Background: an optimization exercise with open tools, aiming at small area. Do not read the settings as production practice.
The RTL was checked by simulation tests, not by an equivalence proof against the original design.
Power figures rest on the tool's default switching activity, not on a simulated workload.

**flow/config.mk**
```make
export PLATFORM = sky130hd
export DESIGN_NAME = apb_convolver
export DESIGN_NICKNAME = apb_convolver
export VERILOG_FILES = /design/flow/design.v
export SDC_FILE = /design/flow/constraint.sdc
export NUM_CORES = 4
export LEC_CHECK = 0
export CAP_MARGIN = 20
export CORE_MARGIN = 2
export CORE_UTILIZATION = 40
export SLEW_MARGIN = 20
```
**flow/constraint.sdc**
```tcl
create_clock -name core_clock -period 10.0 [get_ports {HCLK}]
set_input_delay 2.0000 -clock core_clock [delete_from_list [all_inputs] [get_ports {HCLK}]]
set_output_delay 2.0000 -clock core_clock [all_outputs]
set_load 0.01 [all_outputs]
```
**flow/design.v**
```verilog
module apb_convolver(
    input  logic                      HCLK,
    input  logic                      HRESETn,
    input  logic               [11:0] PADDR,
    input  logic               [31:0] PWDATA,
    input  logic                      PWRITE,
    input  logic                      PSEL,
    input  logic                      PENABLE,
    output logic               [31:0] PRDATA,
    output logic                      PREADY,
    output logic                      PSLVERR,
    output logic               [3:0]  irq_o,
    output logic                      mem_wen_n,
    output logic               [10:0] mem_addr,
    output logic               [31:0] mem_wdata,
    input  logic               [31:0] mem_rdata
    );
    logic [2:0] rel_addr;
    assign rel_addr = PADDR[4:2];
    assign PREADY  = 1'b1;
    assign PSLVERR = 1'b0;
    assign irq_o   = 4'b0;
    logic wensel, shift, setup_in, display, clc, addr_increment;
    assign wensel         = PWRITE & PENABLE & PSEL;
    assign shift          = wensel & (rel_addr == 3'd3);
    assign setup_in       = PSEL & ~PENABLE & PWRITE & (rel_addr == 3'd3);
    assign display        = wensel & (rel_addr == 3'd4) &  PWDATA[0];
    assign clc            = wensel & (rel_addr == 3'd4) & ~PWDATA[0];
    assign addr_increment = ~PWRITE & PENABLE & PSEL & rel_addr[2];
    logic [31:0] qw1, qw2, qw3, q_inp, h1, h2, q_out;
    logic        q_0, q_1, q_2, q_3, q_4, pa;
    always_ff @(posedge HCLK, negedge HRESETn)
        if (~HRESETn) begin
            qw1 <= '0; qw2 <= '0; qw3 <= '0;
            q_inp <= '0; h1 <= '0; h2 <= '0; q_out <= '0;
            q_0 <= 1'b0; q_1 <= 1'b0; q_2 <= 1'b0; q_3 <= 1'b0; q_4 <= 1'b0; pa <= 1'b0;
        end else begin
            if (wensel && rel_addr == 3'd0) qw1 <= PWDATA;
            if (wensel && rel_addr == 3'd1) qw2 <= PWDATA;
            if (wensel && rel_addr == 3'd2) qw3 <= PWDATA;
            if (shift) begin
                q_inp <= PWDATA;
                h1    <= q_inp;
                h2    <= h1;
            end
            if (q_4) q_out <= mem_rdata;
            q_0 <= shift;
            q_1 <= q_0;
            q_2 <= q_1 && (counter >= 5'd3) && (counter <= 5'd28);
            q_3 <= rel_addr[2];
            q_4 <= q_3;
            pa  <= setup_in;
        end
    always_comb begin
        case (rel_addr)
            3'd0: PRDATA = qw1;
            3'd1: PRDATA = qw2;
            3'd2: PRDATA = qw3;
            3'd3: PRDATA = q_inp;
            3'd5: PRDATA = q_out;
            default: PRDATA = 32'b0;
        endcase
    end
    localparam logic [1:0] RESET = 2'd0, CALC = 2'd1, DISPLAY = 2'd2;
    logic [1:0]  state, next_state;
    logic [10:0] address, next_address;
    logic [4:0]  counter, next_counter;
    logic        WRITEn;
    always_ff @(posedge HCLK, negedge HRESETn)
        if (~HRESETn) begin
            state   <= RESET;
            address <= '0;
            counter <= '0;
        end else begin
            state   <= next_state;
            address <= next_address;
            counter <= next_counter;
        end
    always_comb begin
        WRITEn       = 1'b1;
        next_address = address;
        next_counter = counter;
        next_state   = state;
        case (state)
            RESET: begin
                WRITEn = 1'b0;
                next_address = address + 1'b1;
                if (address == 11'd338) begin
                    next_state   = CALC;
                    next_address = '0;
                end
            end
            CALC: begin
                WRITEn = ~q_2;
                if (q_2)
                    next_address = address + 1'b1;
                else if (shift)
                    next_counter = (counter == 5'd28) ? 5'd1 : counter + 1'b1;
                else if (display) begin
                    next_address = '0;
                    next_state   = DISPLAY;
                    next_counter = '0;
                end
            end
            DISPLAY: begin
                if (addr_increment)
                    next_address = address + 1'b1;
                else if (clc) begin
                    next_address = '0;
                    next_state   = CALC;
                end
            end
            default: ;
        endcase
    end
    assign mem_wen_n = WRITEn;
    assign mem_addr  = address;
    logic [1:0] sel;
    assign sel = {q_0 | q_1, pa | q_1};
    logic [1:0] dC [4], dB [4], dA [4];    
    always_comb
        for (int k = 0; k < 4; k++) begin
            case (sel)
                2'd0: begin dC[k] = PWDATA[8*k+0 +: 2]; dB[k] = q_inp[8*k+0 +: 2]; dA[k] = h1[8*k+0 +: 2]; end
                2'd1: begin dC[k] = PWDATA[8*k+2 +: 2]; dB[k] = q_inp[8*k+2 +: 2]; dA[k] = h1[8*k+2 +: 2]; end
                2'd2: begin dC[k] = q_inp[8*k+4 +: 2];  dB[k] = h1[8*k+4 +: 2];    dA[k] = h2[8*k+4 +: 2]; end
                default: begin dC[k] = q_inp[8*k+6 +: 2]; dB[k] = h1[8*k+6 +: 2];  dA[k] = h2[8*k+6 +: 2]; end
            endcase
        end
    logic [12:0] p_up, p_lo;
    always_comb begin
        p_up = qw1[7:0]*dC[3] + qw1[15:8]*dB[3] + qw1[23:16]*dA[3]
             + qw2[7:0]*dC[2] + qw2[15:8]*dB[2] + qw2[23:16]*dA[2]
             + qw3[7:0]*dC[1] + qw3[15:8]*dB[1] + qw3[23:16]*dA[1];
        p_lo = qw1[7:0]*dC[2] + qw1[15:8]*dB[2] + qw1[23:16]*dA[2]
             + qw2[7:0]*dC[1] + qw2[15:8]*dB[1] + qw2[23:16]*dA[1]
             + qw3[7:0]*dC[0] + qw3[15:8]*dB[0] + qw3[23:16]*dA[0];
    end
    logic [13:0] acc_up, acc_lo;
    logic [1:0]  sv_up, sv_lo;
    logic        first;
    assign first = (sel == 2'd0);
    always_ff @(posedge HCLK, negedge HRESETn)
        if (~HRESETn) begin
            acc_up <= '0; acc_lo <= '0; sv_up <= '0; sv_lo <= '0;
        end else begin
            acc_up <= (first ? 14'd0 : {2'b0, acc_up[13:2]}) + p_up;
            acc_lo <= (first ? 14'd0 : {2'b0, acc_lo[13:2]}) + p_lo;
            sv_up  <= acc_up[1:0];
            sv_lo  <= acc_lo[1:0];
        end
    assign mem_wdata = {acc_up, sv_up, acc_lo, sv_lo};
endmodule
```
**flow/run.sh**
```bash
#!/bin/bash
# synth_recipe.tcl (not shown) runs the flow's synth.tcl, then flattens the netlist and writes it again
# the make line also repeats each setting of config.mk as NAME=value (left out here)
make -C /OpenROAD-flow-scripts/flow DESIGN_CONFIG=/design/flow/config.mk WORK_HOME=/design/flow/orfs CLKGATE_MAP_FILE= SYNTH_SCRIPT=/design/flow/synth_recipe.tcl finish
```
==> qor.txt <==
Max Fclk - 114 MHz
Top FF cell, synth - dfrtp_1
die width - 238 um
Starting DRT DRC Count - 932
leakage power - 0.0120 uW
CTS Hold Bufs - 0
Max Cap Viol - 0
most frequent cells in the layout - 317 x inv_1, 274 x nand2_1, 264 x dfrtp_1, 248 x fa_1, 204 x mux2_2
clk slew on worst S/H paths - 0.06 ns
commonest non-fill, non-tap cell in the layout - inv_1
crit path time final - 8.80 ns
post-DP HPWL - 46900 um
Worst Path Max Fanout - 16
number of synthesized flops with an enable pin - 0
startpoint types - primary input
Post-Syn Area - 22000 sq um
Core Area - 54000 sq um
DR pass1 iterations - 7
Vias/cell - 5.33
initial antenna violation count - 4
Ys Warns - 4
crit path max-delay cell type - or4b_2
first-pass GRT wire length - 97300 um
Clk Tree Root Cell - clkbuf_16
Slew Limit Fails - 0
Die Area - 56800 sq um
Worst EP arrival - 9.28 ns
setup TNS - 0 ns
placed instance count - 2957
Nets - 2713
WL/cell - 20.6 um
clock skew - 0.0166 ns
Worst path top cell family by delay - adder cells
final worst-path setup slack - 1.20 ns
Final Hold Vio Count - 0
via total after detailed routing - 16066
post-CTS setup buffer count - 0
Relative slew margins - 30.8%
vias in the first global route - 16771
total congestion overflow - 0
crit share post-route - 88.0%
Power Dens Cells - 322 nW/um^2
boundary pin count - 163
Detail Route Antenna Nets - 0
Tightest Pin Transition - 1.04 ns
pin count of the biggest net entering global routing - 76
CTS max path bufs - 3
CTS Buf Count - 31
WS Path Type - primary input to flop
synthesized instance count - 2149
post-synthesis cell type count - 61
Setup violations, final - 0
area grow syn2layout - 15.7%
Site Rows - 85
DRC viols - 0
status - finished clean
H-tree lvl count - 1
slowest stage delay, CP - 0.66 ns
WL final - 62200 um
register area share after synthesis - 30.1%
cts repair resizes - 0
Peak VDD IR - 399 uV
Mapped Avg Cell Area - 10.2 sq um
Final Instance Count excl. Fillers - 3017
Place WS - 0.623 ns
Die Y - 238 um
PortBufs - 147
crit end category - flop
GP Congestion - 0.950
layout cells sized above 1 - 13.8%
Synth async-reset ratio - 100%
CTS tree - done
gr usage total - 22.2%
clock sink count - 264
insertion delay to the later sink of the worst-skew pair - 0.61 ns
crit-path most repeated cell - fa_1
CP Buf/Inv Count - 5
Min-Delay Path Class - flop to flop
RSZ-0062 raised after global routing - no
Yosys reg bits - 264
Critical Path RT - 10.48 ns
Initial Utilization - 40.7%
==> Yosys cell counts, types with 3 or more instances <==
cell type | count | area share, %
clkbuf_1 | 34 | 0.58
o22ai_1 | 5 | 0.14
a21oi_1 | 65 | 1.5
a31oi_1 | 5 | 0.14
nand3b_1 | 3 | 0.10
nand2b_1 | 12 | 0.34
a21o_1 | 9 | 0.31
buf_1 | 15 | 0.26
nor4_1 | 5 | 0.14
nor2b_1 | 34 | 0.97
dfrtp_1 | 264 | 30
and2_1 | 125 | 3.6
a211oi_1 | 6 | 0.20
xor2_1 | 10 | 0.40
ha_1 | 90 | 5.1
o21a_1 | 9 | 0.31
nand4_1 | 10 | 0.28
or4b_4 | 3 | 0.19
o21bai_1 | 4 | 0.14
mux2_1 | 4 | 0.20
nand3_1 | 14 | 0.32
o21ai_0 | 107 | 2.4
mux2_2 | 204 | 10
buf_4 | 8 | 0.27
and3_1 | 9 | 0.26
o21ai_1 | 11 | 0.25
o211ai_1 | 7 | 0.24
fa_1 | 248 | 23
mux2i_1 | 87 | 4.0
inv_1 | 317 | 5.4
xnor2_1 | 18 | 0.72
nor2_1 | 45 | 0.77
nand2_1 | 274 | 4.7
or4b_2 | 3 | 0.14
o31ai_1 | 3 | 0.10
buf_2 | 26 | 0.59
o311ai_0 | 3 | 0.12
nor3_1 | 15 | 0.34
or3_1 | 6 | 0.17
==> power by group <==
group          internal (uW)  total [uW]  switching, uW
registers               1320        1590            270
logic                   2380        5380           3000
clock network            738        1230            490
==> layer usage <==
metal	up-vias	GRT usage (%)	part of all wire [%]
met5	-	0	0.053
met4	6	6.72	3.3
met3	104	3.42	4.9
met2	394	37.8	49
met1	8314	29.2	43
li1	7248	-	-
==> path summary, 6_finish.rpt <==
path	to	start	cells past startpoint	slack [ns]
min reg2reg	q_4$_DFF_PN0_	q_3$_DFF_PN0_	0	0.36
max in group asynchronous	qw3[7]$_DFFE_PN0P_	HRESETn	3	6.38
min	q_4$_DFF_PN0_	q_3$_DFF_PN0_	0	0.36
max reg2reg	acc_up[10]$_DFF_PN0_	q_0$_DFF_PN0_	23	1.73
max	acc_up[10]$_DFF_PN0_	PWDATA[9]	25	1.20
min in group asynchronous	sv_up[0]$_DFF_PN0_	HRESETn	1	1.35
==> area by class of cell <==
| type | instances | area [sq um] |
|---|---|---|
| repair buffers | 191 | 1800 |
| clock buffers | 39 | 856 |
| flip-flops and latches | 264 | 6610 |
| clock inverters | 19 | 255 |
| inverters | 317 | 1190 |
| diodes | 2 | 5.00 |
| fillers | 5076 | 28600 |
| well taps | 696 | 871 |
| multi-input cells | 1489 | 13900 |
==> metrics by stage <==
stage	hold WS [ns]	total power [uW]	util, %	area (sq um)
final	0.356	8200	47.1	25400
after global routing	0.366	9060	47.1	25400
after CTS	0.358	8270	47.1	25400
after detailed placement	0.340	6990	45.0	24300
after global placement	0.332	6840	45.0	24300
after floorplan	0.331	5580	-	22000
==> registers in the layout, indices dropped and copies added (netlist names), 2 cells and up <==
name     flops
h1          32
q_inp       32
q_out       32
qw1         32
qw2         32
qw3         32
h2          16
acc_lo      14
acc_up      14
address     11
counter      5
state        2
sv_lo        2
sv_up        2
==> cell families after synthesis <==
group,count (synthesis),synth area share (%)
DFF,264,30.1
and+or+nand+nor,569,12.7
muxes,295,14.6
buffers and inverters,400,7.12
other,2,0.0342
AOI/OAI and AO/OA,253,6.62
adders and majority gates,338,27.7
xor gates and xnor gates,28,1.12

separate check: timing with driven ports:
In the flow no input, the clock included, has a driving cell. The finished layout below was timed again as built, in two steps. Step 1 (the two cells are an assumption about what drives the block):
set clk [get_ports {HCLK}]
set_driving_cell -lib_cell sky130_fd_sc_hd__clkbuf_16 $clk
set_driving_cell -lib_cell sky130_fd_sc_hd__buf_2 [delete_from_list [all_inputs] $clk]
Step 2 moves the port delays by t, midway between the first and last clock arrival at a register: inputs arrive t later, outputs are due t later. That takes back most of the time a late clock gives input paths. Three values: ideal ports, drivers, drivers and shift; two values: the first two.
t, ns: 0.659
setup slack, ns: 1.201 / 1.238 / 0.579
worst hold slack (ns): 0.356 / 0.356 / 0.356
After both steps this run still meets setup and hold. The setup slack of this run moves by +0.037 ns with the drivers and by -0.622 ns with both steps.
